Source: an optimization exercise on an open RTL-to-GDS flow (aim: a short achievable clock period and few clock cycles). Production flows keep margins and buffers that such runs may drop. In this exercise RTL edits were held to simulation tests only and were not proved equivalent to the original. Power figures rest on the tool's default switching activity, not on a simulated workload.

[design.v]
module adder(a,b,out);
input [31:0]  a,b;
output [31:0] out;
assign out=a+b;
endmodule
module shift(shout,shin);
output [31:0] shout;
input [31:0] shin;
assign shout=shin<<2;
endmodule
module signext(in1,out1);
input [15:0] in1;
output [31:0] out1;
assign 	 out1 = {{ 16 {in1[15]}}, in1};
endmodule
module zeroext(in1,out1);
input [15:0] in1;
output [31:0] out1;
assign 	 out1 = {{ 16'b0}, in1};
endmodule
module mult2_to_1_32(out, i0,i1,s0);
output [31:0] out;
input [31:0]i0,i1;
input s0;
assign out = s0 ? i1:i0;
endmodule
module mult2_to_1_5(out, i0,i1,s0);
output [4:0] out;
input [4:0]i0,i1;
input s0;
assign out = s0 ? i1:i0;
endmodule
module mult4_to_1_32(out, i0, i1, i2, i3, s0, s1);
    output [31:0] out;
    input [31:0] i0, i1, i2, i3;
    input s0, s1;
    assign out = (s1 == 0 && s0 == 0) ? i0 :
                 (s1 == 0 && s0 == 1) ? i1 :
                 (s1 == 1 && s0 == 0) ? i2 :
                                        i3;
endmodule
module mult4_to_1_5(out, i0, i1, i2, i3, s0, s1);
    output [4:0] out;
    input [4:0] i0, i1, i2, i3;
    input s0, s1;
    assign out = (s1 == 0 && s0 == 0) ? i0 :
                 (s1 == 0 && s0 == 1) ? i1 :
                 (s1 == 1 && s0 == 0) ? i2 :
                                        i3;
endmodule
module control(in,func,regdest,alusrc,memtoreg,regwrite,memread,memwrite,branch,aluop1,aluop2,aluop3,brvControl,jmxorControl,jalpcControl,balnControl,blezalControl,noriControl);  
input [5:0] in; 
input [5:0] func; 
output regdest,alusrc,memtoreg,regwrite,memread,memwrite,branch,aluop1,aluop2,aluop3;
output brvControl,jmxorControl,jalpcControl,balnControl,blezalControl,noriControl;  
wire rformat,lw,sw,beq;
wire nori,blezal,jalpc,baln;
wire jmxor,brv;
assign rformat=~|in;
assign jmxor=(~|in) & (func[5] & (~func[4]) & (~func[3]) & (~func[2]) & (~func[1]) & (func[0]));  
assign brv=(~|in) & ((~func[5]) & (func[4]) & (~func[3]) & func[2] & (~func[1]) & (~func[0]));  
assign lw=in[5]& (~in[4])&(~in[3])&(~in[2])&in[1]&in[0];
assign sw=in[5]& (~in[4])&in[3]&(~in[2])&in[1]&in[0];
assign beq=~in[5]& (~in[4])&(~in[3])&in[2]&(~in[1])&(~in[0]);
assign nori=(~in[5]) & (~in[4]) & in[3] & in[2] & in[1] & in[0];  
assign blezal=in[5] & (~in[4]) & (~in[3]) & in[2] & (~in[1]) & (~in[0]);  
assign jalpc=(~in[5]) & in[4] & in[3] & in[2] & in[1] & in[0];  
assign baln=(~in[5]) & in[4] & in[3] & (~in[2]) & in[1] & in[0];  
assign regdest=rformat;
assign alusrc=lw|sw|nori;  
assign memtoreg=lw;
assign regwrite=rformat|lw|nori|blezal|jalpc|baln|jmxor;  
assign memread=lw;
assign memwrite=sw;
assign branch=beq;
assign aluop1=beq|nori;
assign aluop2=rformat|nori|brv|jmxor;  
assign aluop3=blezal;
assign noriControl=nori;
assign blezalControl=blezal; 
assign jalpcControl=jalpc;
assign balnControl=baln;
assign jmxorControl=jmxor;
assign brvControl=brv;
endmodule
module alucont(aluop2,aluop1,aluop0,f5,f4,f3,f2,f1,f0,gout); 
input aluop2,aluop1,aluop0,f5,f4,f3,f2,f1,f0;
output [3:0] gout;
reg [3:0] gout;
always @(aluop2 or aluop1 or aluop0 or f5 or f4 or f3 or f2 or f1 or f0)
begin
gout = 4'b0010;  
if(aluop2) gout = 4'b1111;
if(~aluop2 & ~aluop1 & ~aluop0)  gout=4'b0010;
if(~aluop2 & ~aluop1 & aluop0)gout=4'b0110;  
if(~aluop2 & aluop1 & aluop0)gout=4'b1010;  
if(~aluop2 & aluop1 & ~aluop0) 
begin
	if (f5&(~(f4|f3|f2|f1|f0)))gout=4'b0010; 	 
	if ((f5)&(~f4)&(~f3)&(~f2)&(f1)&(~f0))gout=4'b0110;		 
	if ((f5)&(~f4)&(~f3)&(f2)&(~f1)&(~f0))gout=4'b0000;		 
	if ((f5)&(~f4)&(~f3)&(f2)&(~f1)&(f0))gout=4'b0001;			 
	if ((f5)&(~f4)&(f3)&(~f2)&(f1)&(~f0))gout=4'b0111;			 
	if ((~f5)&(f4)&(~f3)&(f2)&(~f1)&(~f0))gout=4'b1000;   
	if ((f5)&(~f4)&(~f3)&(~f2)&(~f1)&(f0))gout=4'b1001;	 
end
end
endmodule
module alu32(sum,a,b,zout,gin, statusN,statusV,statusZ,nORv); 
output [31:0] sum;
output nORv;
input [31:0] a,b; 
input [3:0] gin; 
reg [31:0] sum;
reg [31:0] less;
output zout;
reg zout, nORv;
reg nORv_1;
output reg statusZ, statusN, statusV;
reg tempZ, tempN, tempV;
always @(a or b or gin)
begin
    tempZ = 0;
    tempN = 0;
    tempV = 0;
    nORv_1 = 0;
    less = 0;
    case(gin)
    4'b0010: begin
        sum=a+b;          
		if ((a[31]&b[31]&(~sum[31]) )| ((~a[31])&(~b[31])&(sum[31]))) tempV=1;
        end
    4'b0110: begin
        sum=a+1+(~b);     
		if ((a[31]&(~b[31])&(~sum[31])) | ((~a[31])&(b[31])&(sum[31]))) tempV=1;
        end
    4'b0111: begin 
        less=a+1+(~b);     
        if (less[31]) sum=1;
        else sum=0;
        end
    4'b1111: begin
        if (a[31] || a == 0) 
        begin
            sum = a;  
            nORv_1 = 1;
        end
        else sum = 1;
        end 
    4'b0000: sum=a & b;     
    4'b0001: sum=a|b;         
    4'b1010: sum=~(a | b);  
    4'b1001: sum=a^b;         
	4'b1000: sum=a;           
    default: sum=32'b0;
    endcase
    tempZ = (sum == 0) ? 1 : 0;
    tempN = sum[31];
zout=~(|sum);
nORv = nORv_1;
statusZ = tempZ;
statusN = tempN;
statusV = tempV;
end
endmodule
module processor(
input clk,
input rst,
output [31:0] imem_addr,
input  [31:0] imem_data,
output [31:0] dmem_addr,
output [31:0] dmem_wdata,
output dmem_we,
output dmem_re,
input  [31:0] dmem_rdata,
output ret_valid,
output [31:0] ret_pc,
output ret_we,
output [4:0] ret_waddr,
output [31:0] ret_wdata
);
reg [31:0] pc_f;
reg        v_d, hit_d;
reg [31:0] ir_d, pc_d, pc4_d;
reg        v_e, hit_e;
reg [31:0] a_e, b_e, sd_e, pc_e, pc4_e, st_e, pnx_e;
reg        we_e, lw_e, sw_e, link_e;
reg [4:0]  wa_e;
reg        sub_e, s_ar_e, s_and_e, s_or_e, s_xor_e, s_nor_e, s_slt_e, s_pass_e;
reg        j_e, jx_e, brv_e, baln_e, blez_e, beq_e, pnx4_e, pnxst_e;
reg        v_m;
reg [31:0] res_m, sd_m, pc_m;
reg        we_m, lw_m, dwe_m, dre_m;
reg [4:0]  wa_m;
reg        v_w;
reg [31:0] res_w, pc_w;
reg        we_w;
reg [4:0]  wa_w;
reg        flag_n, flag_v;
reg [31:0] rf [0:31];
reg        btb_v   [0:31];
reg [6:0]  btb_tag [0:31];
reg [31:0] btb_tgt [0:31];
reg        bu_set, bu_clr;
reg [4:0]  bu_idx;
reg [6:0]  bu_tag;
reg [31:0] bu_tgt;
assign imem_addr = pc_f;
wire [31:0] pc4_f  = pc_f + 32'd4;
wire [4:0]  idx_f  = pc_f[6:2];
wire        hit_f  = btb_v[idx_f] & (btb_tag[idx_f] == {pc_f[11:7], pc_f[1:0]});
wire [31:0] pred_f = hit_f ? btb_tgt[idx_f] : pc4_f;
wire [5:0] op_d = ir_d[31:26];
wire [5:0] fn_d = ir_d[5:0];
wire [4:0] rs_d = ir_d[25:21];
wire [4:0] rt_d = ir_d[20:16];
wire [4:0] rd_d = ir_d[15:11];
wire rtype_d  = (op_d == 6'h00);
wire i_brv    = rtype_d & (fn_d == 6'h14);
wire i_jmxor  = rtype_d & (fn_d == 6'h21);
wire i_sub    = rtype_d & (fn_d == 6'h22);
wire i_and    = rtype_d & (fn_d == 6'h24);
wire i_or     = rtype_d & (fn_d == 6'h25);
wire i_slt    = rtype_d & (fn_d == 6'h2a);
wire i_lw     = (op_d == 6'h23);
wire i_sw     = (op_d == 6'h2b);
wire i_beq    = (op_d == 6'h04);
wire i_nori   = (op_d == 6'h0f);
wire i_blezal = (op_d == 6'h24);
wire i_jalpc  = (op_d == 6'h1f);
wire i_baln   = (op_d == 6'h1b);
wire need_b = ~(i_lw | i_nori | i_blezal | i_brv);
wire [31:0] bx_e  = sub_e ? ~b_e : b_e;
wire [31:0] sum_e = a_e + bx_e + {31'd0, sub_e};
wire [31:0] r_e =
      ({32{s_ar_e}}   & sum_e)
    | ({32{s_and_e}}  & (a_e & b_e))
    | ({32{s_or_e}}   & (a_e | b_e))
    | ({32{s_xor_e}}  & (a_e ^ b_e))
    | ({32{s_nor_e}}  & ~(a_e | b_e))
    | ({32{s_pass_e}} & a_e)
    | {31'd0, s_slt_e & sum_e[31]};
wire n_e = r_e[31];
wire v_e_flag = s_ar_e & (a_e[31] == bx_e[31]) & (sum_e[31] != a_e[31]);
wire [31:0] res_e = link_e ? pc4_e : r_e;
wire blez_c = a_e[31] | (a_e == 32'd0);
wire take_e = j_e | (baln_e & flag_n) | (brv_e & flag_v) | (blez_e & blez_c) | (beq_e & (a_e == b_e));
wire [31:0] dyn_e = brv_e ? a_e : (a_e ^ b_e);      
wire [31:0] tgt_e = jx_e ? dyn_e : st_e;
wire tgt_ok = jx_e ? (dyn_e == pnx_e) : pnxst_e;
wire mis_e  = v_e & (take_e ? ~tgt_ok : ~pnx4_e);
wire [31:0] next_e = take_e ? tgt_e : pc4_e;
wire hit_e_a = v_e & we_e & (wa_e == rs_d);
wire hit_m_a = v_m & we_m & (wa_m == rs_d);
wire hit_w_a = v_w & we_w & (wa_w == rs_d);
wire hit_e_b = v_e & we_e & (wa_e == rt_d);
wire hit_m_b = v_m & we_m & (wa_m == rt_d);
wire hit_w_b = v_w & we_w & (wa_w == rt_d);
wire [31:0] m_val = lw_m ? dmem_rdata : res_m;
wire [31:0] a_fwd = hit_e_a ? res_e : hit_m_a ? m_val : hit_w_a ? res_w : rf[rs_d];
wire [31:0] b_fwd = hit_e_b ? res_e : hit_m_b ? m_val : hit_w_b ? res_w : rf[rt_d];
wire load_use = v_e & lw_e & (hit_e_a | (need_b & hit_e_b));
wire blez_use = v_e & blez_e & ((rs_d == 5'd25) | (need_b & (rt_d == 5'd25)));
wire stall    = v_d & (load_use | blez_use);
wire go_d     = v_d & ~stall & ~mis_e;
wire [31:0] sext_d = {{16{ir_d[15]}}, ir_d[15:0]};
wire [31:0] zext_d = {16'd0, ir_d[15:0]};
wire [31:0] bta_d  = pc4_d + {sext_d[29:0], 2'b00};
wire [31:0] jta_d  = {pc4_d[31:28], ir_d[25:0], 2'b00};
wire [31:0] st_d   = i_baln ? jta_d : bta_d;
always @(posedge clk) begin
  if (rst) begin
    pc_f <= 32'd0;
    v_d  <= 1'b0;
  end else if (mis_e) begin
    pc_f <= next_e;
    v_d  <= 1'b0;
  end else if (!stall) begin
    pc_f <= pred_f;
    v_d  <= 1'b1;
  end
  if (!stall) begin
    hit_d <= hit_f;
    ir_d  <= imem_data;
    pc_d  <= pc_f;
    pc4_d <= pc4_f;
  end
  v_e <= go_d & ~rst;
  begin
    a_e     <= a_fwd;
    b_e     <= (i_lw | i_sw) ? sext_d : i_nori ? zext_d : b_fwd;
    sd_e    <= b_fwd;
    pc_e    <= pc_d;
    pc4_e   <= pc4_d;
    st_e    <= st_d;
    pnx_e   <= pc_f;
    pnx4_e  <= (pc_f == pc4_d);
    pnxst_e <= (pc_f == st_d);
    hit_e   <= hit_d;
    we_e    <= rtype_d | i_lw | i_nori | i_jalpc | i_baln;
    wa_e    <= i_blezal ? 5'd25 : (i_jmxor | i_baln) ? 5'd31 : rtype_d ? rd_d : rt_d;
    lw_e    <= i_lw;
    sw_e    <= i_sw;
    link_e  <= i_jmxor | i_blezal | i_jalpc | i_baln;
    sub_e   <= i_sub | i_slt | i_beq;
    s_ar_e  <= ~(i_and | i_or | i_slt | i_brv | i_jmxor | i_nori | i_blezal);
    s_and_e  <= i_and;
    s_or_e   <= i_or;
    s_xor_e  <= i_jmxor;
    s_nor_e  <= i_nori;
    s_slt_e  <= i_slt;
    s_pass_e <= i_brv | i_blezal;
    j_e     <= i_jalpc | i_jmxor;
    jx_e    <= i_jmxor | i_brv;
    brv_e   <= i_brv;
    baln_e  <= i_baln;
    blez_e  <= i_blezal;
    beq_e   <= i_beq;
  end
  bu_set <= v_e & take_e & ~rst;
  bu_clr <= v_e & ~take_e & hit_e & ~rst;
  bu_idx <= pc_e[6:2];
  bu_tag <= {pc_e[11:7], pc_e[1:0]};
  bu_tgt <= tgt_e;
  if (bu_set) begin
    btb_tag[bu_idx] <= bu_tag;
    btb_tgt[bu_idx] <= bu_tgt;
  end
  v_m   <= v_e & ~rst;
  dwe_m <= v_e & sw_e & ~rst;
  dre_m <= v_e & lw_e & ~rst;
  begin
    res_m <= res_e;
    sd_m  <= sd_e;
    pc_m  <= pc_e;
    we_m  <= we_e | (blez_e & blez_c);
    wa_m  <= wa_e;
    lw_m  <= lw_e;
  end
  if (v_e) begin
    flag_n <= n_e;
    flag_v <= v_e_flag;
  end
  v_w <= v_m & ~rst;
  begin
    res_w <= m_val;
    pc_w  <= pc_m;
    we_w  <= we_m;
    wa_w  <= wa_m;
  end
  if (v_w & we_w) rf[wa_w] <= res_w;
end
integer i;
always @(posedge clk)
  if (rst) begin
    for (i = 0; i < 32; i = i + 1) btb_v[i] <= 1'b0;
  end else if (bu_set) begin
    btb_v[bu_idx] <= 1'b1;
  end else if (bu_clr) begin
    btb_v[bu_idx] <= 1'b0;
  end
assign dmem_addr  = res_m;
assign dmem_wdata = sd_m;
assign dmem_we    = dwe_m;
assign dmem_re    = dre_m;
assign ret_valid = v_w;
assign ret_pc    = pc_w;
assign ret_we    = we_w;
assign ret_waddr = wa_w;
assign ret_wdata = res_w;
endmodule
[flow/run.sh]
#!/bin/bash
# Standard ORFS layout (the standard.sh, unchanged synthesis), with timing repair
# asked for a larger setup margin so that it keeps shortening the worst paths, and
# the port buffers made plain buffers (buf_4) rather than the smallest buffer-like cell.
set -euo pipefail
cd "$(dirname "$0")/.."
bash standard.sh SETUP_SLACK_MARGIN=7.5 TNS_END_PERCENT=20 \
  "BUFFER_PORTS_ARGS=-buffer_cell sky130_fd_sc_hd__buf_4" finish > standard_flow.log 2>&1
[standard.sh]
#!/bin/bash
# synth_recipe.tcl (not shown) runs the flow's synth.tcl, then flattens the netlist and writes it again
# the make line also repeats each setting of config.mk as NAME=value (left out here)
make -C /OpenROAD-flow-scripts/flow DESIGN_CONFIG=/design/flow/config.mk WORK_HOME=/design/flow/orfs CLKGATE_MAP_FILE= SYNTH_SCRIPT=/design/flow/synth_recipe.tcl "${@:-finish}"
[config.mk]
export PLATFORM = sky130hd
export DESIGN_NAME = processor
export DESIGN_NICKNAME = processor
export VERILOG_FILES = /design/flow/design.v
export SDC_FILE = /design/flow/constraint.sdc
export NUM_CORES = 4
export LEC_CHECK = 0
export CAP_MARGIN = 20
export CORE_MARGIN = 2
export CORE_UTILIZATION = 40
export SETUP_SLACK_MARGIN = 0.5
export SLEW_MARGIN = 20
[constraint.sdc]
create_clock -name core_clock -period 11.0 [get_ports {clk}]
set_input_delay 2.2000 -clock core_clock [delete_from_list [all_inputs] [get_ports {clk}]]
set_output_delay 2.2000 -clock core_clock [all_outputs]
set_load 0.01 [all_outputs]
==> results by group, run 1 <==
Clock tree
  – Sink Count: 2909
  – Clock tree buffer depth: 4
  – Root cell of the clock tree: clkbuf_16
  – Clock-pin slew on the worst setup and hold paths: 0.07 ns
  – H-tree Lvls: 5
  – TritonCTS Buffers: 307
  – Clock tree from TritonCTS: done
  – Clock insertion delay at the later pin of the skew report: 0.93 ns

Logic synthesis
  – Synthesized-area fraction occupied by ao, oa, aoi and oai cells: 4.06%
  – Area fraction of the dominant cell type after synthesis: 58.2%
  – Number of distinct library cells after synthesis: 100
  – Sequential area share after synthesis: roughly two thirds
  – Post-Synth Simple-Gate Area: 3.48%
  – Gate count after technology mapping: 6873
  – Count of flip-flops with a built-in enable after synthesis: 2401
  – Multiplexer share of the synthesized area: 21.1%
  – Synthesized-area fraction occupied by adder cells: 1.36%
  – Top cell types by occurrence after synthesis: edfxtp_1, mux4_2, dfxtp_1
  – Most common cell in the synthesized netlist: edfxtp_1
  – Most used flip-flop cell after synthesis: edfxtp_1
  – Post-synthesis instance area: approximately 120000 µm²
  – Post-Synth XOR/XNOR Area: 1.53%
  – Dominant cell type by area after synthesis: edfxtp_1
  – Synth warnings: 1
  – Largest family of logic cells by synthesized area: multiplexers
  – Per-instance average area after synthesis: 18.0 µm²
  – Synthesized net count: slightly above 7000
  – Number of flip-flops and latches in the synthesized netlist: 2909
  – Synth async-reset ratio: 0%
  – Cell types occupying the most area after synthesis: edfxtp_1, mux4_2, dfxtp_1

Timing
  – Slew Viols, Final: 0
  – Final count of hold timing violations: 0
  – Clock period minus final worst setup slack: 3.75 ns
  – Setup repair after global routing missed its margin: yes
  – Highest attainable clock frequency: 267 MHz
  – Crit share post-route: 34.1%
  – Skew final: a little over 0.08 ns
  – Number of failing setup endpoints in the final timing report: 0
  – Final-layout setup total negative slack: 0 ns
  – Relative slew slack: 17.3%
  – Slew at the pin with the worst max-slew slack: 1.24 ns

Critical path
  – Crit Path Category: reg2out
  – Master of the slowest instance on the critical path: dfxtp_4
  – Count of cell instances traversed by the critical path: 1
  – Sum of buffers and inverters on the critical path: 1
  – Peak per-stage delay on the critical path: 0.48 ns
  – Data required time of the critical path: 8.80 ns
  – Endpoint type of the worst setup path: output port
  – Endpoint of the most critical setup path: ret_waddr[3]
  – Critical-path cell list: buf_6
  – Start point of the critical path: wa_w[3]
  – Flop-to-flop setup slack: 7.31 ns
  – Cell type group with the largest total delay on the critical path: flip-flops
  – Startpoint types: flop
  – Endpoint of the most critical register-to-register path: pnxst_e
  – Maximum net fanout on the critical path: 4
  – Logic depth of the worst register-to-register path: 11
  – Startpoint of the worst register-to-register path: ir_d[14]
  – Data arrival, critical path: approximately 1.6 ns

Floorplanning
  – Total die area: 314000 µm²
  – Die W: 560 µm
  – Floorplan Core Area: approximately 310000 µm²
  – FP Rows: 204
  – Die height: 560 µm
  – Boundary pin count: 235
  – Starting utilization of the core area: around two fifths

Finish
  – Total Nets Final: 7694
  – Final cell count without fillers: 11900
  – Layout Utilization: roughly 48%
  – Final standard cell area without fillers: 147000 µm²
  – Area overhead of the layout relative to synthesis: 19.1%
  – Ratio of cells with drive above 1 in the final layout: 34.4%

Power
  – Worst IR drop on VDD: 0.129 mV
  – Switching power share of the total: 27.9%
  – Clock share of power: a little over a third
  – Switching power summed over all nets: 8270 µW
  – Combinational power share: between 10% and 20%
  – Cell Int Power: 21300 µW
  – Power Density: 201 nW/µm²
  – Proportion of power drawn by flip-flops and latches: 46.5%
  – Leakage power summed over all cells: roughly 0.05 µW

Place
  – Number of port buffers: 234
  – Post-placement cell count: ~11000
  – Post-place instance area: 131000 µm²
  – Final RePlAce weighted congestion: 0.934
  – HPWL Detailed: 244000 µm

Global route
  – Overall track demand over capacity in global routing: 26.3%
  – Number of global-route vias before repair: ~73000
  – Residual overflow from global routing: 0
  – Global-route wire length before repair: 582000 µm
  – Initial antenna violation count: 32
  – Maximum number of pins on one net before global-route repair: 73

Hold path
  – Type of the most critical hold path: reg2reg

Routing
  – Number of search-and-repair iterations in the first detailed-routing pass: 8
  – Total via count after detailed routing: 74200
  – First DRT Iteration DRCs: around 11000
  – Drt via density: roughly 6.2
  – Post-route antenna net violation count: 0
  – DR DRC count: 0
  – Overall routed net length: 427000 µm
  – Post-detailed-route wirelength per cell: 35.9 µm

Run
  – Count of maximum capacitance violations: 0

Run status
  – Result of the run: complete, no violations
## timing repair
| action | in CTS | in global routing |
|---|---|---|
| cloned | 40 | 17 |
| resized for setup | 525 | 187 |
| buffers inserted | 156 | 87 |
| hold buffers | 0 | 0 |
| pin swaps | 38 | 39 |
| setup endpoints to repair | 907 | 351 |
## per-layer routing
| layer | part of all wire [%] | track usage, % |
|---|---|---|
| met1 | 38 | 35.3 |
| met2 | 46 | 41.2 |
| met5 | 0.030 | 0 |
| met4 | 6.1 | 13.7 |
| met3 | 9.7 | 4.85 |
## worst min path at each step
stage	startpoint	to	slack, ns	cells past startpoint
after global routing	sd_e[24]	sd_m[24]	0.32	0
final	sd_e[24]	sd_m[24]	0.31	0
after floorplan	pc_e[2]	bu_idx[0]	0.31	0
after global placement	pc_e[26]	pc_m[26]	0.31	0
after CTS	sd_e[24]	sd_m[24]	0.31	0
after detailed placement	pc_e[16]	pc_m[16]	0.31	0
## state kept, by name, summed over array words and instances, names as in the netlist, 32 cells and up, named ones only
signal	count
pc_f	32
res_w	32
sd_m	32
btb_v	32
b_e	32
btb_tgt	1024
pc_d	32
pnx_e	32
pc4_e	32
st_e	32
ir_d	32
res_m	32
btb_tag	224
bu_tgt	32
rf	1024
sd_e	32
a_e	32
pc_w	32
## through the flow
step / total power [µW] / setup slack [ns] / hold WS, ns
final: 29600 / 7.25 / 0.310
after global routing: 30300 / 7.22 / 0.322
after CTS: 29300 / 7.20 / 0.309
after detailed placement: 18000 / 5.78 / 0.312
after global placement: 17900 / 5.66 / 0.310
after floorplan: 15900 / 7.35 / 0.310
## cell type report
type                    instances  area [µm²]
multi-input cells            3356       40500
inverters                     168         649
diodes                          5        12.5
clock inverters               140        1420
fillers                     25800      161000
clock buffers                 423        8580
flip-flops and latches       2909       82700
well taps                    4120        5150
repair inverters                1        8.76
repair buffers                752        8470
## placed cells by master, fill, tap and decap left out, types with 21 or more instances in the layout
master     netlist  routed
clkbuf_16        0     330
nor2_4           1      66
nor3_1          39      36
dfxtp_1        508     361
dfxtp_2          0      47
a211oi_1        30      24
inv_1          165     164
nand4_1         48      48
mux2_2          55      54
o21bai_1        43      42
nand2_1        252     252
o21a_1          33      33
buf_6            9      82
a21oi_1        233     215
mux2i_1        246     223
o21ai_1         28      44
clkinv_1         2      31
a22oi_1         41      37
and3_1          24      23
clkinv_2         0      59
xor2_1         119     113
xnor2_1         91      89
ha_1           131     109
edfxtp_1      2401    2401
bufbuf_16        0      35
a21o_1          25      25
mux4_2        1021    1021
nand3_1         68      67
o21ai_0        141     120
clkbuf_1       252      80
buf_8            0      22
buf_16           0      21
buf_4           11     512
nor4_1          36      29
dfxtp_4          0     100
o211ai_1        50      50
buf_12           2      65
a31oi_1         25      22
nor2_1         293     228
clkbuf_8         0      27
## kinds of logic (layout without fill, tap and decap cells)
logic type	after synthesis	in the layout
flops	2909	2909
xor+xnor	213	213
other cells	0	5
buf+inv	610	1484
simple gates	901	903
mux	1325	1325
fa+ha+maj	133	133
compound gates	782	782
## power by group through the flow
| stage | Clock (µW) | Sequential, µW | Combinational, µW |
|---|---|---|---|
| final | 10400 | 13800 | 5460 |
| after global routing | 10900 | 13800 | 5620 |
| after CTS | 10500 | 13800 | 5010 |
| after detailed placement | 0 | 14200 | 3830 |
| after global placement | 0 | 14100 | 3790 |
| after floorplan | 0 | 13900 | 1950 |
Testbench counts, summed over its fixed seeds: cycles 136,589.
==> inputs of run 2 (changes only) <==
--- a/design.v
+++ b/design.v
@@ -198,18 +198,23 @@
 reg [4:0]  wa_w;
 reg        flag_n, flag_v;
 reg [31:0] rf [0:31];
-reg        btb_v   [0:31];
-reg [6:0]  btb_tag [0:31];
-reg [31:0] btb_tgt [0:31];
+localparam BW = 5;
+localparam TW = 12 - BW;
+reg        btb_v   [0:(1<<BW)-1];
+reg [TW-1:0] btb_tag [0:(1<<BW)-1];
+reg [31:0] btb_tgt [0:(1<<BW)-1];
+reg        btb_abs [0:(1<<BW)-1];   
 reg        bu_set, bu_clr;
-reg [4:0]  bu_idx;
-reg [6:0]  bu_tag;
+reg [BW-1:0] bu_idx;
+reg [TW-1:0] bu_tag;
 reg [31:0] bu_tgt;
+reg [19:0] bu_pch;           
 assign imem_addr = pc_f;
 wire [31:0] pc4_f  = pc_f + 32'd4;
-wire [4:0]  idx_f  = pc_f[6:2];
-wire        hit_f  = btb_v[idx_f] & (btb_tag[idx_f] == {pc_f[11:7], pc_f[1:0]});
-wire [31:0] pred_f = hit_f ? btb_tgt[idx_f] : pc4_f;
+wire [BW-1:0] idx_f = pc_f[BW+1:2];
+wire        hit_f  = btb_v[idx_f] & (btb_tag[idx_f] == {pc_f[11:BW+2], pc_f[1:0]});
+wire [31:0] btgt_f = btb_tgt[idx_f];
+wire [31:0] pred_f = hit_f ? {btb_abs[idx_f] ? btgt_f[31:12] : pc_f[31:12], btgt_f[11:0]} : pc4_f;
 wire [5:0] op_d = ir_d[31:26];
 wire [5:0] fn_d = ir_d[5:0];
 wire [4:0] rs_d = ir_d[25:21];
@@ -268,6 +273,7 @@
 wire [31:0] bta_d  = pc4_d + {sext_d[29:0], 2'b00};
 wire [31:0] jta_d  = {pc4_d[31:28], ir_d[25:0], 2'b00};
 wire [31:0] st_d   = i_baln ? jta_d : bta_d;
+wire redir_d = go_d & i_jalpc & ~hit_d;
 always @(posedge clk) begin
   if (rst) begin
     pc_f <= 32'd0;
@@ -275,6 +281,9 @@
   end else if (mis_e) begin
     pc_f <= next_e;
     v_d  <= 1'b0;
+  end else if (redir_d) begin
+    pc_f <= bta_d;
+    v_d  <= 1'b0;
   end else if (!stall) begin
     pc_f <= pred_f;
     v_d  <= 1'b1;
@@ -295,7 +304,7 @@
     st_e    <= st_d;
     pnx_e   <= pc_f;
     pnx4_e  <= (pc_f == pc4_d);
-    pnxst_e <= (pc_f == st_d);
+    pnxst_e <= (pc_f == st_d) | redir_d;
     hit_e   <= hit_d;
     we_e    <= rtype_d | i_lw | i_nori | i_jalpc | i_baln;
     wa_e    <= i_blezal ? 5'd25 : (i_jmxor | i_baln) ? 5'd31 : rtype_d ? rd_d : rt_d;
@@ -319,12 +328,14 @@
   end
   bu_set <= v_e & take_e & ~rst;
   bu_clr <= v_e & ~take_e & hit_e & ~rst;
-  bu_idx <= pc_e[6:2];
-  bu_tag <= {pc_e[11:7], pc_e[1:0]};
+  bu_idx <= pc_e[BW+1:2];
+  bu_tag <= {pc_e[11:BW+2], pc_e[1:0]};
   bu_tgt <= tgt_e;
+  bu_pch <= pc_e[31:12];
   if (bu_set) begin
     btb_tag[bu_idx] <= bu_tag;
     btb_tgt[bu_idx] <= bu_tgt;
+    btb_abs[bu_idx] <= (bu_tgt[31:12] != bu_pch);
   end
   v_m   <= v_e & ~rst;
   dwe_m <= v_e & sw_e & ~rst;
@@ -353,7 +364,7 @@
 integer i;
 always @(posedge clk)
   if (rst) begin
-    for (i = 0; i < 32; i = i + 1) btb_v[i] <= 1'b0;
+    for (i = 0; i < (1<<BW); i = i + 1) btb_v[i] <= 1'b0;
   end else if (bu_set) begin
     btb_v[bu_idx] <= 1'b1;
   end else if (bu_clr) begin
==> run 2 against run 1 <==
Compared with the run above:
- cell area increased by 1.6%
- global-route usage fell by 0.36 points
- register-to-register slack worse by 0.11 ns
- area after synthesis up 1.3%
- clock power about the same
- first-iteration DRC count shrank 2.7%
- critical path type is now reg2reg
- highest routed layer unchanged
==> results by group, run 2 <==
Run status
  – Result of the run: complete, no violations

Logic synthesis
  – Count of flip-flops with a built-in enable after synthesis: 2433 (+1.3%)
  – Most used flip-flop cell after synthesis: edfxtp_1
  – Sequential area share after synthesis: 66.4% (about the same)
  – Cell types occupying the most area after synthesis: edfxtp_1, mux4_2, dfxtp_1
  – Area fraction of the dominant cell type after synthesis: 58.3% (about the same)
  – Per-instance average area after synthesis: 17.8 µm² (-1.2%)
  – Top cell types by occurrence after synthesis: edfxtp_1, mux4_2, dfxtp_1
  – Number of flip-flops and latches in the synthesized netlist: 2941 (+1.1%)
  – Dominant cell type by area after synthesis: edfxtp_1
  – Synthesized net count: 7243 (+2.4%)
  – Synth async-reset ratio: 0% (unchanged)
  – Gate count after technology mapping: 7044 (+2.5%)
  – Post-synthesis instance area: 125000 µm² (+1.3%)
  – Most common cell in the synthesized netlist: edfxtp_1
  – Number of distinct library cells after synthesis: 90 (-10%)
  – Synth warnings: 1 (unchanged)

Finish
  – Layout filler cell count: 25900 (+0.43%)
  – Most common cell after layout, fill and taps aside: edfxtp_1
  – Ratio of cells with drive above 1 in the final layout: 34.5% (+0.037 points)
  – Total Nets Final: 7851 (+2.0%)
  – Top library cells by usage in the layout, fill and taps aside: edfxtp_1, mux4_2, buf_4
  – Biggest regs: btb_tgt x1024, rf x1024, btb_tag x224
  – Area overhead of the layout relative to synthesis: 19.5%
  – Final cell count without fillers: 12100 (+1.6%)

Routing
  – Post-detailed-route wirelength per cell: 34.7 µm (-3.3%)
  – Post-route antenna net violation count: 0 (unchanged)
  – Length of routed wiring on met1: 158000 µm (-2.6%)
  – Overall routed net length: 419000 µm (-1.8%)
  – Routed length on met3: 39700 µm (-4.2%)
  – Highest metal layer with signal wires: met5
  – Met2 routed WL: 201000 µm (+2.0%)
  – Drt via density: 6.21 (-0.54%)
  – DR DRC count: 0 (unchanged)
  – First DRT Iteration DRCs: 10400 (-2.7%)
  – Total via count after detailed routing: 75000 (+1.1%)
  – Number of search-and-repair iterations in the first detailed-routing pass: 6 (-2)

Clock tree
  – Root cell of the clock tree: clkbuf_16
  – Clock tree from TritonCTS: done
  – Clock insertion delay at the later pin of the skew report: 0.94 ns (about the same)
  – Sink Count: 2941 (+1.1%)
  – Clock tree buffer depth: 4 (unchanged)
  – H-tree Lvls: 5 (unchanged)
  – Clock-pin slew on the worst setup and hold paths: 0.06 ns (about the same)
  – TritonCTS Buffers: 321 (+4.6%)
  – # hold bufs at CTS: 0 (unchanged)

Floorplanning
  – Die W: 564 µm (+0.63%)
  – Starting utilization of the core area: 40.2% (+0.044 points)
  – Die height: 564 µm (+0.63%)
  – Total die area: 318000 µm² (+1.3%)
  – FP Rows: 205 (+0.49%)
  – Boundary pin count: 235 (unchanged)
  – Floorplan Core Area: 312000 µm² (+1.2%)

Power
  – Switching power summed over all nets: 7900 µW (-4.5%)
  – Cell Int Power: 21500 µW (+0.64%)
  – Worst IR drop on VDD: 0.136 mV (+6.1%)
  – Switching power share of the total: 26.9% (-1.0 points)
  – Power Density: 196 nW/µm² (-2.4%)
  – Clock share of power: 36.2% (+1.1 points)
  – Proportion of power drawn by flip-flops and latches: 46.7% (+0.2 points)
  – Leakage power summed over all cells: 0.0504 µW (+1.1%)
  – Combinational power share: 17.1% (-1.4 points)

Hold path
  – Type of the most critical hold path: reg2reg
  – Capture endpoint of the worst hold path: bu_pch[12]
  – Cell depth of the worst hold path: 0 (unchanged)
  – Hold Crit Start: pc_e[24]

Timing
  – Skew final: 0.0426 ns (-0.0378 ns)
  – Setup repair after global routing missed its margin: yes
  – Final-layout setup total negative slack: 0 ns (unchanged)
  – Relative slew slack: 22.5% (+5.3 points)
  – Number of failing setup endpoints in the final timing report: 0 (unchanged)
  – Highest attainable clock frequency: 263 MHz (-1.4%)
  – Final count of hold timing violations: 0 (unchanged)
  – Clock period minus final worst setup slack: 3.80 ns (+0.0530 ns)
  – Slew Viols, Final: 0 (unchanged)
  – Crit share post-route: 34.6% (+0.48 points)
  – Slew at the pin with the worst max-slew slack: 1.16 ns (-0.0791 ns)

Critical path
  – Peak per-stage delay on the critical path: 0.54 ns (+0.06 ns)
  – Data required time of the critical path: 11.82 ns (+3.02 ns)
  – Master of the slowest instance on the critical path: or4_1
  – Critical-path cell list: buf_16 > mux4_2 > o211ai_1 > a21oi_2 > or4_1 > a22o_1 > nor4_4 > buf_4 > buf_12 > nand2b_4 > o211ai_4 > buf_6 > a311o_1
  – Data arrival, critical path: 4.63 ns (+3.08 ns)
  – Flop-to-flop setup slack: 7.20 ns (-0.11 ns)
  – Endpoint type of the worst setup path: flop
  – Maximum net fanout on the critical path: 7 (+3)
  – Logic depth of the worst register-to-register path: 13 (+2)
  – Endpoint of the most critical register-to-register path: pc_f[20]
  – Startpoint types: flop
  – Crit Path Category: reg2reg

Place
  – Number of port buffers: 234 (unchanged)
  – Final RePlAce weighted congestion: 0.910 (-2.6%)
  – Post-placement cell count: 11200 (+1.5%)
  – HPWL Detailed: 233000 µm (-4.6%)

Run
  – Count of maximum capacitance violations: 0 (unchanged)

Global route
  – Maximum number of pins on one net before global-route repair: 114 (+56%)
  – Overall track demand over capacity in global routing: 26.0% (-0.36 points)
  – Global-route wire length before repair: 579000 µm (-0.50%)
  – Residual overflow from global routing: 0 (unchanged)
  – Number of global-route vias before repair: 73400 (+0.70%)
  – Initial antenna violation count: 22 (-31%)
[run 2: cell types whose count changed in the layout (fill, tap and decap cells not counted), sizes merged, moves of 22 or more]
cell / previous run / this run
o21bai: 43 / 10
nand2: 253 / 289
edfxtp: 2401 / 2433
nor2: 295 / 335
mux2: 57 / 35
a21oi: 233 / 195
xnor2: 93 / 129
o21ai: 169 / 192
[run 2: cell type report]
| cell class | instances | area (µm²) | share of cell area, % |
|---|---|---|---|
| Sequential cell | 2941 | 83600 | 55.8 |
| Timing Repair Buffer | 738 | 8220 | 5.49 |
| Tap cell | 4140 | 5180 | 3.46 |
| Clock buffer | 434 | 8970 | 5.98 |
| Multi-Input combinational cell | 3479 | 41900 | 27.9 |
| Timing Repair inverter | 1 | 8.76 | 0.00585 |
| Antenna cell | 18 | 45.0 | 0.0301 |
| Clock inverter | 146 | 1310 | 0.873 |
| Inverter | 170 | 671 | 0.448 |
[run 2: cells by family after synthesis]
group	share of synthesized area, %
XOR/XNOR	1.63
AO/OA/AOI/OAI	4.20
flip-flops	66.4
AND/OR/NAND/NOR	3.75
multiplexers	20.7
buffers and inverters	1.98
adder cells (fa/ha/maj)	1.34
[run 2: metrics by stage]
stage                     hold slack (ns)  cell area (µm²)  setup WS (ns)  total power, µW  utilization [%]
final                               0.320           150000           7.20            29400             48.0
after global routing                0.310           150000           7.15            30200             48.0
after CTS                           0.310           149000           7.21            29300             47.8
after detailed placement            0.312           133000           5.58            17800             42.6
after global placement              0.310           133000           5.56            17700             42.6
after floorplan                     0.310           125000           7.06            15900                -
[run 2: worst max-delay path by stage]
stage	from	to	slack (ns)	cells after the start
floorplan	sub_e	b_e[23]	7.06	14
global placement	flop	pc_f[12]	5.56	12
detailed placement	flop	pc_f[12]	5.58	11
CTS	pc_f[9]	imem_addr[9]	7.21	2
global route	flop	pc_f[20]	7.15	14
finish	flop	pc_f[20]	7.20	13
[run 2: power groups by stage]
stage	Combinational, µW	Sequential [µW]	Clock, µW
global route	5300	13800	11200
detailed placement	3690	14100	0
finish	5030	13700	10600
floorplan	1920	14000	0
global placement	3650	14000	0
CTS	4880	13700	10700
[run 2: what timing repair did]
item	CTS	global route
endpoints found under the setup margin	463	286
pin swaps	92	63
cloned	52	2
buffers inserted	210	31
gates resized for setup	654	117
[run 2: worst max-delay path, delay by kind of cell, from the launching register on]
kind / cells / cell delay [ns]
muxes: 1 / 0.51
buffers and inverters: 4 / 0.66
AOI/OAI and AO/OA: 5 / 1.04
and+or+nand+nor: 3 / 0.99
DFF: 1 / 0.46
[run 2: routing by layer]
layer	track usage (%)	vias to the layer above
met1	34.6	39900
li1	-	29900
met5	0	-
met4	11.2	2
met2	42.1	4393
met3	4.58	850
Testbench counts of run 2, summed over its fixed seeds: cycles 135,275.
==> inputs of run 3 (changes only) <==
--- a/flow/run.sh
+++ b/flow/run.sh
@@ -4,5 +4,5 @@
 # the port buffers made plain buffers (buf_4) rather than the smallest buffer-like cell.
 set -euo pipefail
 cd "$(dirname "$0")/.."
-bash standard.sh SETUP_SLACK_MARGIN=7.5 TNS_END_PERCENT=20 \
+bash standard.sh SETUP_SLACK_MARGIN=7.5 TNS_END_PERCENT=100 \
   "BUFFER_PORTS_ARGS=-buffer_cell sky130_fd_sc_hd__buf_4" finish > standard_flow.log 2>&1
==> run 3 against run 2 <==
Compared with the run above:
- first-iteration DRC count down 6.5%
- setup slack better by 0.030 ns
- clock power hardly changed
- via count fell by 0.27%
- critical endpoint is now pc_f[27]
==> results by group, run 3 <==
Logic synthesis
  – Synthesized net count: 7243 (unchanged)
  – Cell types occupying the most area after synthesis: edfxtp_1, mux4_2, dfxtp_1
  – Synth warnings: 1 (unchanged)
  – Count of flip-flops with a built-in enable after synthesis: 2433 (unchanged)
  – Dominant cell type by area after synthesis: edfxtp_1
  – Area fraction of the dominant cell type after synthesis: 58.3% (unchanged)
  – Synth async-reset ratio: 0% (unchanged)
  – Number of distinct library cells after synthesis: 90 (unchanged)
  – Most used flip-flop cell after synthesis: edfxtp_1
  – Sequential area share after synthesis: 66.4% (unchanged)
  – Most common cell in the synthesized netlist: edfxtp_1
  – Post-synthesis instance area: 125000 µm² (unchanged)
  – Per-instance average area after synthesis: 17.8 µm² (unchanged)
  – Gate count after technology mapping: 7044 (unchanged)
  – Number of flip-flops and latches in the synthesized netlist: 2941 (unchanged)
  – Top cell types by occurrence after synthesis: edfxtp_1, mux4_2, dfxtp_1

Routing
  – Post-detailed-route wirelength per cell: 34.8 µm (+0.23%)
  – Total via count after detailed routing: 74800 (-0.27%)
  – First DRT Iteration DRCs: 9692 (-6.5%)
  – Met2 routed WL: 204000 µm (+1.3%)
  – Drt via density: 6.18 (-0.62%)
  – DR DRC count: 0 (unchanged)
  – Routed length on met3: 40200 µm (+1.0%)
  – Highest metal layer with signal wires: met5
  – Length of routed wiring on met1: 160000 µm (+1.3%)
  – Number of search-and-repair iterations in the first detailed-routing pass: 7 (+1)
  – Post-route antenna net violation count: 0 (unchanged)
  – Overall routed net length: 421000 µm (+0.58%)

Place
  – Final RePlAce weighted congestion: 0.908 (-0.16%)
  – Post-placement cell count: 11200 (+0.027%)
  – HPWL Detailed: 234000 µm (+0.38%)
  – Number of port buffers: 234 (unchanged)

Clock tree
  – Sink Count: 2941 (unchanged)
  – H-tree Lvls: 5 (unchanged)
  – Clock insertion delay at the later pin of the skew report: 0.94 ns (about the same)
  – TritonCTS Buffers: 319 (-0.62%)
  – Clock tree from TritonCTS: done
  – Clock tree buffer depth: 4 (unchanged)
  – Root cell of the clock tree: clkbuf_16
  – Clock-pin slew on the worst setup and hold paths: 0.06 ns (about the same)

Finish
  – Biggest regs: btb_tgt x1024, rf x1024, btb_tag x224
  – Final cell count without fillers: 12100 (+0.35%)
  – Ratio of cells with drive above 1 in the final layout: 36.8% (+2.3 points)
  – Total Nets Final: 7890 (+0.50%)
  – Most common cell after layout, fill and taps aside: edfxtp_1
  – Top library cells by usage in the layout, fill and taps aside: edfxtp_1, mux4_2, buf_4
  – Area overhead of the layout relative to synthesis: 20.8%

Critical path
  – Crit Path Category: reg2reg
  – Data required time of the critical path: 11.82 ns (about the same)
  – Sum of buffers and inverters on the critical path: 4 (unchanged)
  – Startpoint types: flop
  – Critical-path cell list: buf_12 > buf_16 > mux4_2 > a22oi_2 > o21ai_2 > or4_1 > a22o_1 > nor4_4 > buf_6 > buf_16 > nand2b_4 > o211a_4 > a211oi_2 > a32o_1
  – Master of the slowest instance on the critical path: or4_1
  – Peak per-stage delay on the critical path: 0.53 ns (about the same)
  – Logic depth of the worst register-to-register path: 14 (+1)
  – Flop-to-flop setup slack: 7.23 ns (+0.03 ns)
  – Cell type group with the largest total delay on the critical path: compound AO/OA/AOI/OAI gates
  – Endpoint type of the worst setup path: flop
  – Data arrival, critical path: 4.59 ns (-0.04 ns)
  – Maximum net fanout on the critical path: 8 (+1)
  – Endpoint of the most critical register-to-register path: pc_f[27]
  – Most frequent CP cell: buf_16

Floorplanning
  – Boundary pin count: 235 (unchanged)
  – FP Rows: 205 (unchanged)
  – Die height: 564 µm (unchanged)
  – Floorplan Core Area: 312000 µm² (unchanged)
  – Starting utilization of the core area: 40.2% (unchanged)
  – Total die area: 318000 µm² (unchanged)
  – Die W: 564 µm (unchanged)

Run status
  – Result of the run: complete, no violations

Timing
  – Number of failing setup endpoints in the final timing report: 0 (unchanged)
  – Setup repair after global routing missed its margin: yes
  – Final-layout setup total negative slack: 0 ns (unchanged)
  – Crit share post-route: 34.3% (-0.27 points)
  – Final count of hold timing violations: 0 (unchanged)
  – Slew Viols, Final: 0 (unchanged)
  – Clock period minus final worst setup slack: 3.77 ns (-0.0296 ns)
  – Highest attainable clock frequency: 265 MHz (+0.78%)
  – Skew final: 0.0549 ns (+0.0123 ns)
  – Slew at the pin with the worst max-slew slack: 1.27 ns (+0.111 ns)
  – Relative slew slack: 15.2% (-7.4 points)

Power
  – Leakage power summed over all cells: 0.0509 µW (+0.95%)
  – Power Density: 196 nW/µm² (-0.19%)
  – Worst IR drop on VDD: 0.133 mV (-2.3%)

Global route
  – Number of global-route vias before repair: 74700 (+1.9%)
  – Global-route wire length before repair: 582000 µm (+0.40%)
  – Maximum number of pins on one net before global-route repair: 91 (-20%)
  – Initial antenna violation count: 19 (-14%)
  – Overall track demand over capacity in global routing: 26.0% (about the same)
  – Residual overflow from global routing: 0 (unchanged)

Hold path
  – Cell depth of the worst hold path: 0 (unchanged)
  – Hold Crit Start: pc_d[28]
  – Capture endpoint of the worst hold path: pc_e[28]
  – Type of the most critical hold path: reg2reg

Run
  – Count of maximum capacitance violations: 0 (unchanged)
-- run 3: cell counts after synthesis --
Identical to the previous run, type by type.
-- run 3: where the power goes --
part | internal (µW) | switching, µW | leakage [µW]
combinational | 2220 | 2880 | 0.0194
sequential | 13200 | 535 | 0.0264
clock | 6280 | 4520 | 0.00514
total | 21700 | 7940 | 0.0509
-- run 3: cells by family (layout without fill, tap and decap cells) --
kind of cell	count (synthesis)	after routing	synth area share [%]
buffers and inverters	626	1541	1.98
multiplexers	1299	1299	20.7
flip-flops	2941	2941	66.4
XOR/XNOR	234	234	1.63
AND/OR/NAND/NOR	1012	1012	3.75
adder cells (fa/ha/maj)	133	133	1.34
other	0	6	0
AO/OA/AOI/OAI	799	803	4.20
-- run 3: worst max-delay path by stage --
stage | from | end | slack [ns] | depth (start not counted)
6_report | flop | pc_f[27] | 7.23 | 14
5_1_grt | flop | pc_f[26] | 7.16 | 14
4_1_cts | flop | pc_f[25] | 7.18 | 16
3_5_place_dp | flop | pc_f[25] | 4.75 | 13
3_3_place_gp | flop | pc_f[16] | 4.87 | 13
2_1_floorplan | flop | b_e[24] | 7.50 | 10
-- run 3: layout make-up --
| type | count | area, µm² |
|---|---|---|
| Timing Repair Buffer | 777 | 9040 |
| Multi-Input combinational cell | 3481 | 42300 |
| Fill cell | 25800 | 160000 |
| Clock buffer | 441 | 9060 |
| Timing Repair inverter | 1 | 8.76 |
| Clock inverter | 152 | 1440 |
| Sequential cell | 2941 | 83800 |
| Tap cell | 4140 | 5180 |
| Antenna cell | 6 | 15.0 |
| Inverter | 170 | 657 |
-- run 3: layer usage --
| metal | GRT usage [%] | up-vias |
|---|---|---|
| met5 | 0 | - |
| met2 | 42.4 | 4179 |
| met3 | 5.08 | 842 |
| li1 | - | 30000 |
| met4 | 9.83 | 8 |
| met1 | 34.6 | 39800 |
-- run 3: stage by stage --
stage / worst slack (ns) / power [µW] / cell area [µm²] / utilization (%) / hold slack [ns]
6_report: 7.23 / 29600 / 151000 / 48.6 / 0.315
5_1_grt: 7.16 / 30500 / 151000 / 48.6 / 0.323
4_1_cts: 7.18 / 29500 / 150000 / 48.0 / 0.320
3_5_place_dp: 4.75 / 17800 / 133000 / 42.6 / 0.312
3_3_place_gp: 4.87 / 17700 / 133000 / 42.6 / 0.311
2_1_floorplan: 7.50 / 15900 / 126000 / - / 0.310
-- run 3: what timing repair did --
action | CTS | global route
buffers inserted | 230 | 55
pin swaps | 87 | 94
gates cloned | 37 | 12
hold buffers | 0 | 0
endpoints found under the setup margin | 492 | 293
resized for setup | 959 | 199
-- run 3: worst register-to-register path: cells and delay by family, from the launching register on --
family | cells | cell delay, ns
AND/OR/NAND/NOR | 3 | 0.90
AO/OA/AOI/OAI | 6 | 1.18
flip-flops | 1 | 0.37
multiplexers | 1 | 0.52
buffers and inverters | 4 | 0.70
==> inputs of run 4 (changes only) <==
--- a/design.v
+++ b/design.v
@@ -180,41 +180,41 @@
 output [31:0] ret_wdata
 );
 reg [31:0] pc_f;
-reg        v_d, hit_d;
+reg        v_d, hit_d, stall_q;
 reg [31:0] ir_d, pc_d, pc4_d;
+reg [31:0] rs_oh_d, rt_oh_d;    
 reg        v_e, hit_e;
 reg [31:0] a_e, b_e, sd_e, pc_e, pc4_e, st_e, pnx_e;
 reg        we_e, lw_e, sw_e, link_e;
 reg [4:0]  wa_e;
 reg        sub_e, s_ar_e, s_and_e, s_or_e, s_xor_e, s_nor_e, s_slt_e, s_pass_e;
-reg        j_e, jx_e, brv_e, baln_e, blez_e, beq_e, pnx4_e, pnxst_e;
+reg        j_e, jx_e, brv_e, baln_e, blez_e, beq_e;
 reg        v_m;
-reg [31:0] res_m, sd_m, pc_m;
-reg        we_m, lw_m, dwe_m, dre_m;
+reg [31:0] res_m, pc_m;
+reg        we_m, lw_m;
 reg [4:0]  wa_m;
-reg        v_w;
-reg [31:0] res_w, pc_w;
-reg        we_w;
+reg        wen_w;            
+reg [31:0] res_w;
 reg [4:0]  wa_w;
+reg [31:0] dmem_addr_q, dmem_wdata_q;
+reg        dmem_we_q, dmem_re_q;
+reg        ret_valid_q, ret_we_q;
+reg [31:0] ret_pc_q, ret_wdata_q;
+reg [4:0]  ret_waddr_q;
 reg        flag_n, flag_v;
 reg [31:0] rf [0:31];
-localparam BW = 5;
-localparam TW = 12 - BW;
-reg        btb_v   [0:(1<<BW)-1];
-reg [TW-1:0] btb_tag [0:(1<<BW)-1];
-reg [31:0] btb_tgt [0:(1<<BW)-1];
-reg        btb_abs [0:(1<<BW)-1];   
+reg        btb_v   [0:31];
+reg [6:0]  btb_tag [0:31];
+reg [31:0] btb_tgt [0:31];
 reg        bu_set, bu_clr;
-reg [BW-1:0] bu_idx;
-reg [TW-1:0] bu_tag;
+reg [4:0]  bu_idx;
+reg [6:0]  bu_tag;
 reg [31:0] bu_tgt;
-reg [19:0] bu_pch;           
 assign imem_addr = pc_f;
 wire [31:0] pc4_f  = pc_f + 32'd4;
-wire [BW-1:0] idx_f = pc_f[BW+1:2];
-wire        hit_f  = btb_v[idx_f] & (btb_tag[idx_f] == {pc_f[11:BW+2], pc_f[1:0]});
-wire [31:0] btgt_f = btb_tgt[idx_f];
-wire [31:0] pred_f = hit_f ? {btb_abs[idx_f] ? btgt_f[31:12] : pc_f[31:12], btgt_f[11:0]} : pc4_f;
+wire [4:0]  idx_f  = pc_f[6:2];
+wire        hit_f  = btb_v[idx_f] & (btb_tag[idx_f] == {pc_f[11:7], pc_f[1:0]});
+wire [31:0] pred_f = hit_f ? btb_tgt[idx_f] : pc4_f;
 wire [5:0] op_d = ir_d[31:26];
 wire [5:0] fn_d = ir_d[5:0];
 wire [4:0] rs_d = ir_d[25:21];
@@ -235,6 +235,8 @@
 wire i_jalpc  = (op_d == 6'h1f);
 wire i_baln   = (op_d == 6'h1b);
 wire need_b = ~(i_lw | i_nori | i_blezal | i_brv);
+wire [31:0] sext_d = {{16{ir_d[15]}}, ir_d[15:0]};
+wire [31:0] zext_d = {16'd0, ir_d[15:0]};
 wire [31:0] bx_e  = sub_e ? ~b_e : b_e;
 wire [31:0] sum_e = a_e + bx_e + {31'd0, sub_e};
 wire [31:0] r_e =
@@ -252,28 +254,52 @@
 wire take_e = j_e | (baln_e & flag_n) | (brv_e & flag_v) | (blez_e & blez_c) | (beq_e & (a_e == b_e));
 wire [31:0] dyn_e = brv_e ? a_e : (a_e ^ b_e);      
 wire [31:0] tgt_e = jx_e ? dyn_e : st_e;
-wire tgt_ok = jx_e ? (dyn_e == pnx_e) : pnxst_e;
-wire mis_e  = v_e & (take_e ? ~tgt_ok : ~pnx4_e);
+wire tgt_ok = jx_e ? (dyn_e == pnx_e) : (st_e == pnx_e);
+wire mis_e  = v_e & (take_e ? ~tgt_ok : (pc4_e != pnx_e));
 wire [31:0] next_e = take_e ? tgt_e : pc4_e;
 wire hit_e_a = v_e & we_e & (wa_e == rs_d);
 wire hit_m_a = v_m & we_m & (wa_m == rs_d);
-wire hit_w_a = v_w & we_w & (wa_w == rs_d);
+wire hit_w_a = wen_w & (wa_w == rs_d);
 wire hit_e_b = v_e & we_e & (wa_e == rt_d);
 wire hit_m_b = v_m & we_m & (wa_m == rt_d);
-wire hit_w_b = v_w & we_w & (wa_w == rt_d);
+wire hit_w_b = wen_w & (wa_w == rt_d);
+reg [31:0] rf_a, rf_b;
+integer k;
+always @(*) begin
+  rf_a = 32'd0;
+  rf_b = 32'd0;
+  for (k = 0; k < 32; k = k + 1) begin
+    rf_a = rf_a | ({32{rs_oh_d[k]}} & rf[k]);
+    rf_b = rf_b | ({32{rt_oh_d[k]}} & rf[k]);
+  end
+end
 wire [31:0] m_val = lw_m ? dmem_rdata : res_m;
-wire [31:0] a_fwd = hit_e_a ? res_e : hit_m_a ? m_val : hit_w_a ? res_w : rf[rs_d];
-wire [31:0] b_fwd = hit_e_b ? res_e : hit_m_b ? m_val : hit_w_b ? res_w : rf[rt_d];
-wire load_use = v_e & lw_e & (hit_e_a | (need_b & hit_e_b));
-wire blez_use = v_e & blez_e & ((rs_d == 5'd25) | (need_b & (rt_d == 5'd25)));
-wire stall    = v_d & (load_use | blez_use);
+wire [31:0] a_old = hit_m_a ? m_val : hit_w_a ? res_w : rf_a;
+wire [31:0] b_old = hit_m_b ? m_val : hit_w_b ? res_w : rf_b;
+wire [31:0] a_pre = (hit_e_a & link_e) ? pc4_e : a_old;
+wire [31:0] b_pre = (hit_e_b & link_e) ? pc4_e : b_old;
+wire        a_alu = hit_e_a & ~link_e;
+wire        b_alu = hit_e_b & ~link_e;
+wire        use_imm = i_lw | i_sw | i_nori;
+wire [31:0] imm_d   = i_nori ? zext_d : sext_d;
+wire [31:0] a_fwd = a_alu ? r_e : a_pre;
+wire [31:0] b_fwd = b_alu ? r_e : b_pre;
+wire [31:0] bi_fwd = (b_alu & ~use_imm) ? r_e : (use_imm ? imm_d : b_pre);
+wire [5:0] op_f = imem_data[31:26];
+wire [5:0] fn_f = imem_data[5:0];
+wire [4:0] rs_f = imem_data[25:21];
+wire [4:0] rt_f = imem_data[20:16];
+wire need_b_f = ~((op_f == 6'h23) | (op_f == 6'h0f) | (op_f == 6'h24) |
+                  ((op_f == 6'h00) & (fn_f == 6'h14)));
+wire haz_f = (i_lw & ((rt_d == rs_f) | (need_b_f & (rt_d == rt_f)))) |
+             (i_blezal & ((rs_f == 5'd25) | (need_b_f & (rt_f == 5'd25))));
+wire stall = v_d & stall_q;
 wire go_d     = v_d & ~stall & ~mis_e;
-wire [31:0] sext_d = {{16{ir_d[15]}}, ir_d[15:0]};
-wire [31:0] zext_d = {16'd0, ir_d[15:0]};
 wire [31:0] bta_d  = pc4_d + {sext_d[29:0], 2'b00};
 wire [31:0] jta_d  = {pc4_d[31:28], ir_d[25:0], 2'b00};
 wire [31:0] st_d   = i_baln ? jta_d : bta_d;
-wire redir_d = go_d & i_jalpc & ~hit_d;
+wire redir_d = v_d & ~stall & i_jalpc & ~hit_d;
+integer i;
 always @(posedge clk) begin
   if (rst) begin
     pc_f <= 32'd0;
@@ -288,23 +314,26 @@
     pc_f <= pred_f;
     v_d  <= 1'b1;
   end
+  stall_q <= ~rst & v_d & ~stall & haz_f;
   if (!stall) begin
     hit_d <= hit_f;
     ir_d  <= imem_data;
+    for (i = 0; i < 32; i = i + 1) begin
+      rs_oh_d[i] <= (rs_f == i);
+      rt_oh_d[i] <= (rt_f == i);
+    end
     pc_d  <= pc_f;
     pc4_d <= pc4_f;
   end
   v_e <= go_d & ~rst;
   begin
     a_e     <= a_fwd;
-    b_e     <= (i_lw | i_sw) ? sext_d : i_nori ? zext_d : b_fwd;
+    b_e     <= bi_fwd;
     sd_e    <= b_fwd;
     pc_e    <= pc_d;
     pc4_e   <= pc4_d;
     st_e    <= st_d;
-    pnx_e   <= pc_f;
-    pnx4_e  <= (pc_f == pc4_d);
-    pnxst_e <= (pc_f == st_d) | redir_d;
+    pnx_e   <= redir_d ? bta_d : pc_f;
     hit_e   <= hit_d;
     we_e    <= rtype_d | i_lw | i_nori | i_jalpc | i_baln;
     wa_e    <= i_blezal ? 5'd25 : (i_jmxor | i_baln) ? 5'd31 : rtype_d ? rd_d : rt_d;
@@ -328,21 +357,20 @@
   end
   bu_set <= v_e & take_e & ~rst;
   bu_clr <= v_e & ~take_e & hit_e & ~rst;
-  bu_idx <= pc_e[BW+1:2];
-  bu_tag <= {pc_e[11:BW+2], pc_e[1:0]};
+  bu_idx <= pc_e[6:2];
+  bu_tag <= {pc_e[11:7], pc_e[1:0]};
   bu_tgt <= tgt_e;
-  bu_pch <= pc_e[31:12];
   if (bu_set) begin
     btb_tag[bu_idx] <= bu_tag;
     btb_tgt[bu_idx] <= bu_tgt;
-    btb_abs[bu_idx] <= (bu_tgt[31:12] != bu_pch);
   end
   v_m   <= v_e & ~rst;
-  dwe_m <= v_e & sw_e & ~rst;
-  dre_m <= v_e & lw_e & ~rst;
+  dmem_we_q <= v_e & sw_e & ~rst;
+  dmem_re_q <= v_e & lw_e & ~rst;
+  if (v_e & (lw_e | sw_e)) dmem_addr_q <= sum_e;
+  if (v_e & sw_e) dmem_wdata_q <= sd_e;
   begin
     res_m <= res_e;
-    sd_m  <= sd_e;
     pc_m  <= pc_e;
     we_m  <= we_e | (blez_e & blez_c);
     wa_m  <= wa_e;
@@ -352,31 +380,33 @@
     flag_n <= n_e;
     flag_v <= v_e_flag;
   end
-  v_w <= v_m & ~rst;
-  begin
-    res_w <= m_val;
-    pc_w  <= pc_m;
-    we_w  <= we_m;
-    wa_w  <= wa_m;
+  wen_w <= v_m & we_m & ~rst;
+  res_w <= m_val;
+  wa_w  <= wa_m;
+  ret_valid_q <= v_m & ~rst;
+  if (v_m) begin
+    ret_pc_q    <= pc_m;
+    ret_we_q    <= we_m;
+    ret_waddr_q <= wa_m;
+    ret_wdata_q <= m_val;
   end
-  if (v_w & we_w) rf[wa_w] <= res_w;
+  if (wen_w) rf[wa_w] <= res_w;
 end
-integer i;
 always @(posedge clk)
   if (rst) begin
-    for (i = 0; i < (1<<BW); i = i + 1) btb_v[i] <= 1'b0;
+    for (i = 0; i < 32; i = i + 1) btb_v[i] <= 1'b0;
   end else if (bu_set) begin
     btb_v[bu_idx] <= 1'b1;
   end else if (bu_clr) begin
     btb_v[bu_idx] <= 1'b0;
   end
-assign dmem_addr  = res_m;
-assign dmem_wdata = sd_m;
-assign dmem_we    = dwe_m;
-assign dmem_re    = dre_m;
-assign ret_valid = v_w;
-assign ret_pc    = pc_w;
-assign ret_we    = we_w;
-assign ret_waddr = wa_w;
-assign ret_wdata = res_w;
+assign dmem_addr  = dmem_addr_q;
+assign dmem_wdata = dmem_wdata_q;
+assign dmem_we    = dmem_we_q;
+assign dmem_re    = dmem_re_q;
+assign ret_valid = ret_valid_q;
+assign ret_pc    = ret_pc_q;
+assign ret_we    = ret_we_q;
+assign ret_waddr = ret_waddr_q;
+assign ret_wdata = ret_wdata_q;
 endmodule
==> flow/run.sh (replaced) <==
#!/bin/bash
# Standard ORFS layout (the standard.sh, unchanged synthesis), with timing repair
# asked for a larger setup margin so that it keeps shortening the worst paths.
set -euo pipefail
cd "$(dirname "$0")/.."
bash standard.sh SETUP_SLACK_MARGIN=8 TNS_END_PERCENT=20 finish > standard_flow.log 2>&1
==> run 4 against run 3 <==
Compared with the run above:
- cell area down 2.2%
- maximum frequency down 2.9%
- sequential share of layout area up 3.4 points
- combinational power down 5.1%
- area after synthesis down 2.1%
- register-to-register slack better by 0.09 ns
- setup slack worse by 0.11 ns
- total power up 4.5%
- critical path depth down 13
- utilization down 0.10 points
- hold slack worse by 0.0012 ns
==> results by group, run 4 <==
Place
  – Number of port buffers: 234 (unchanged)
  – Final RePlAce weighted congestion: 0.990 (+9.0%)
  – HPWL Detailed: 279000 µm (+19%)
  – Pre-CTS worst setup slack: 5.51 ns (+0.759 ns)

Power
  – Clock share of power: 36.4% (about the same)
  – Switching power share of the total: 27.9% (+1.1 points)
  – Switching power summed over all nets: 8640 µW (+8.8%)
  – Combinational power share: 15.7% (-1.5 points)
  – Cell Int Power: 22300 µW (+2.9%)
  – Power Density: 209 nW/µm² (+6.9%)
  – Proportion of power drawn by flip-flops and latches: 47.9% (+1.6 points)

Floorplanning
  – Die W: 558 µm (-1.0%)
  – Die height: 558 µm (-1.0%)
  – Total die area: 311000 µm² (-2.1%)
  – Boundary pin count: 235 (unchanged)
  – Floorplan Core Area: 306000 µm² (-2.0%)

Clock tree
  – H-tree Lvls: 5 (unchanged)
  – Clock tree buffer depth: 4 (unchanged)
  – Clock insertion delay at the later pin of the skew report: 0.98 ns (+0.04 ns)
  – Clock-pin slew on the worst setup and hold paths: 0.06 ns (about the same)

Timing
  – Crit share post-route: 35.3% (+1.0 points)
  – Final count of hold timing violations: 0 (unchanged)
  – Final-layout setup total negative slack: 0 ns (unchanged)
  – Slew Viols, Final: 0 (unchanged)
  – Skew final: 0.0887 ns (+0.0338 ns)
  – Slew at the pin with the worst max-slew slack: 1.34 ns (+0.0713 ns)
  – Number of failing setup endpoints in the final timing report: 0 (unchanged)
  – Relative slew slack: 10.4% (-4.8 points)
  – Clock period minus final worst setup slack: 3.88 ns (+0.111 ns)

Critical path
  – Endpoint of the most critical register-to-register path: pc_f[14]
  – Endpoint type of the worst setup path: output port
  – Logic depth of the worst register-to-register path: 12 (-2)
  – Start point of the critical path: ret_pc_q[9]
  – Maximum net fanout on the critical path: 1 (-7)
  – Master of the slowest instance on the critical path: edfxtp_1
  – Flop-to-flop setup slack: 7.32 ns (+0.09 ns)
  – Crit Path Category: reg2out
  – Critical-path cell list: buf_2
  – Startpoint types: flop

Logic synthesis
  – Cell types occupying the most area after synthesis: edfxtp_1, mux4_2, dfxtp_1
  – Per-instance average area after synthesis: 16.0 µm² (-10%)
  – Synth async-reset ratio: 0% (unchanged)
  – Top cell types by occurrence after synthesis: edfxtp_1, a22oi_1, dfxtp_1
  – Post-synthesis instance area: 123000 µm² (-2.1%)
  – Synthesized net count: 7863 (+8.6%)
  – Count of flip-flops with a built-in enable after synthesis: 2599 (+6.8%)
  – Sequential area share after synthesis: 70.6% (+4.2 points)
  – Most used flip-flop cell after synthesis: edfxtp_1
  – Dominant cell type by area after synthesis: edfxtp_1
  – Gate count after technology mapping: 7671 (+8.9%)
  – Number of distinct library cells after synthesis: 77 (-14%)
  – Most common cell in the synthesized netlist: edfxtp_1

Global route
  – Overall track demand over capacity in global routing: 31.6% (+5.6 points)
  – Residual overflow from global routing: 0 (unchanged)
  – Number of global-route vias before repair: 81400 (+8.9%)
  – Maximum number of pins on one net before global-route repair: 120 (+32%)
  – Initial antenna violation count: 29 (+10)

Routing
  – Drt via density: 6.72 (+8.8%)
  – DR DRC count: 0 (unchanged)
  – Post-route antenna net violation count: 0 (unchanged)
  – Overall routed net length: 507000 µm (+20%)
  – Number of search-and-repair iterations in the first detailed-routing pass: 17 (+10)
  – First DRT Iteration DRCs: 16800 (+74%)

Run
  – Count of maximum capacitance violations: 0 (unchanged)

Finish
  – Top library cells by usage in the layout, fill and taps aside: edfxtp_1, a22oi_1, buf_4
  – Sequential cell area: 87000 µm² (+3.8%)
  – Multi-input gate area: 36500 µm² (-14%)
  – Total Nets Final: 8542 (+8.3%)
  – Area overhead of the layout relative to synthesis: 20.6%
  – Layout filler cell count: 25500 (-1.2%)

Run status
  – Result of the run: complete, no violations
-- run 4: cell types whose count changed in the layout (fill, tap and decap cells not counted), sizes merged, moves of 42 or more --
cell and change:
a221oi +137, a22o +126, a22oi +765, buf -42
clkdlybuf4s50 +50, dfxtp -75, edfxtp +166, mux2i -59
mux4 -648, nand3 +97, nand4 +130, nor2 +50
nor4 +51, o21ai -63
-- run 4: final cells by class --
| cell class | count | share of cell area, % |
|---|---|---|
| Sequential cell | 3032 | 58.7 |
| Multi-Input combinational cell | 4025 | 24.7 |
| Clock buffer | 408 | 5.76 |
| Timing Repair Buffer | 816 | 5.42 |
| Tap cell | 4100 | 3.46 |
| Clock inverter | 181 | 1.52 |
| Inverter | 155 | 0.402 |
| Antenna cell | 21 | 0.0355 |
-- run 4: layer usage --
metal  global-route usage (%)  vias up  part of all wire [%]
met1                     40.5    43200                    35
met5                        0        -                 0.017
li1                         -    32500                     -
met4                     19.8       14                   7.9
met2                     46.2     7944                    43
met3                     10.4     1905                    15
-- run 4: kinds of logic after synthesis --
family / share of synthesized area, %
AO/OA/AOI/OAI: 10.3
buffers and inverters: 2.00
flip-flops: 70.6
multiplexers: 8.97
AND/OR/NAND/NOR: 5.20
adder cells (fa/ha/maj): 1.30
XOR/XNOR: 1.64
-- run 4: how the worst min path moves through the flow --
stage	slack (ns)	start	end	depth (start not counted)
floorplan	0.31	pc_e[2]	bu_idx[0]	0
global placement	0.31	pc_e[12]	pc_m[12]	0
detailed placement	0.31	pc_e[5]	bu_idx[3]	0
CTS	0.32	pc_e[24]	pc_m[24]	0
global route	0.32	pc_e[24]	pc_m[24]	0
finish	0.31	pc_e[3]	bu_idx[1]	0
-- run 4: metrics by stage --
stage               hold slack (ns)  utilization, %  total power (µW)  cell area (µm²)  std cells
finish                        0.314            48.5             31000           148000      12700
global route                  0.316            48.5             31600           148000      12700
global placement              0.310            42.8             18600           131000      11800
floorplan                     0.310               -             16800           123000       7671
detailed placement            0.312            42.8             18700           131000      11800
CTS                           0.322            47.9             30600           146000      12600
-- run 4: timing repair --
action,CTS,global route
gates cloned,21,6
setup buffers,226,81
endpoints found under the setup margin,1214,1300
pin swaps,170,115
resized for setup,1193,336
-- run 4: power by group through the flow --
stage | logic [µW] | clock network, µW | registers [µW]
floorplan | 2180 | 0 | 14600
global placement | 3580 | 0 | 15100
detailed placement | 3590 | 0 | 15100
CTS | 4490 | 11300 | 14800
global route | 4980 | 11700 | 14900
finish | 4850 | 11300 | 14900
Testbench counts of run 4, summed over its fixed seeds: cycles 135,889.

re-timing with driven ports:
Ports are ideal in the flow. The routed layouts listed here were re-timed in OpenROAD. Step 1 (the two cells are an assumption about what drives the block):
set clk [get_ports {clk}]
set_driving_cell -lib_cell sky130_fd_sc_hd__clkbuf_16 $clk
set_driving_cell -lib_cell sky130_fd_sc_hd__buf_2 [delete_from_list [all_inputs] $clk]
Step 2 times the ports against the registers' clock, not the clock port: input delays grow and output delays shrink by t, the midpoint of the rising clock arrivals with the driver on. Slacks: no drivers / after step 1 / after step 2; pairs: no drivers / after step 1.
run | t (ns) | slack for setup (ns) | clock arrival spread, ns
run 1 | 0.993 | 7.250 / 7.154 / 6.880 | 0.100 / 0.100
run 2 | 1.010 | 7.197 / 7.155 / 6.578 | 0.047 / 0.047
run 3 | 1.010 | 7.227 / 7.143 / 6.982 | 0.058 / 0.059
run 4 | 1.024 | 7.116 / 7.017 / 6.754 | 0.111 / 0.111
After both steps every run listed still meets setup and hold. The setup slack of run 2, which loses most, moves by -0.042 ns with the drivers and by -0.619 ns with both steps.
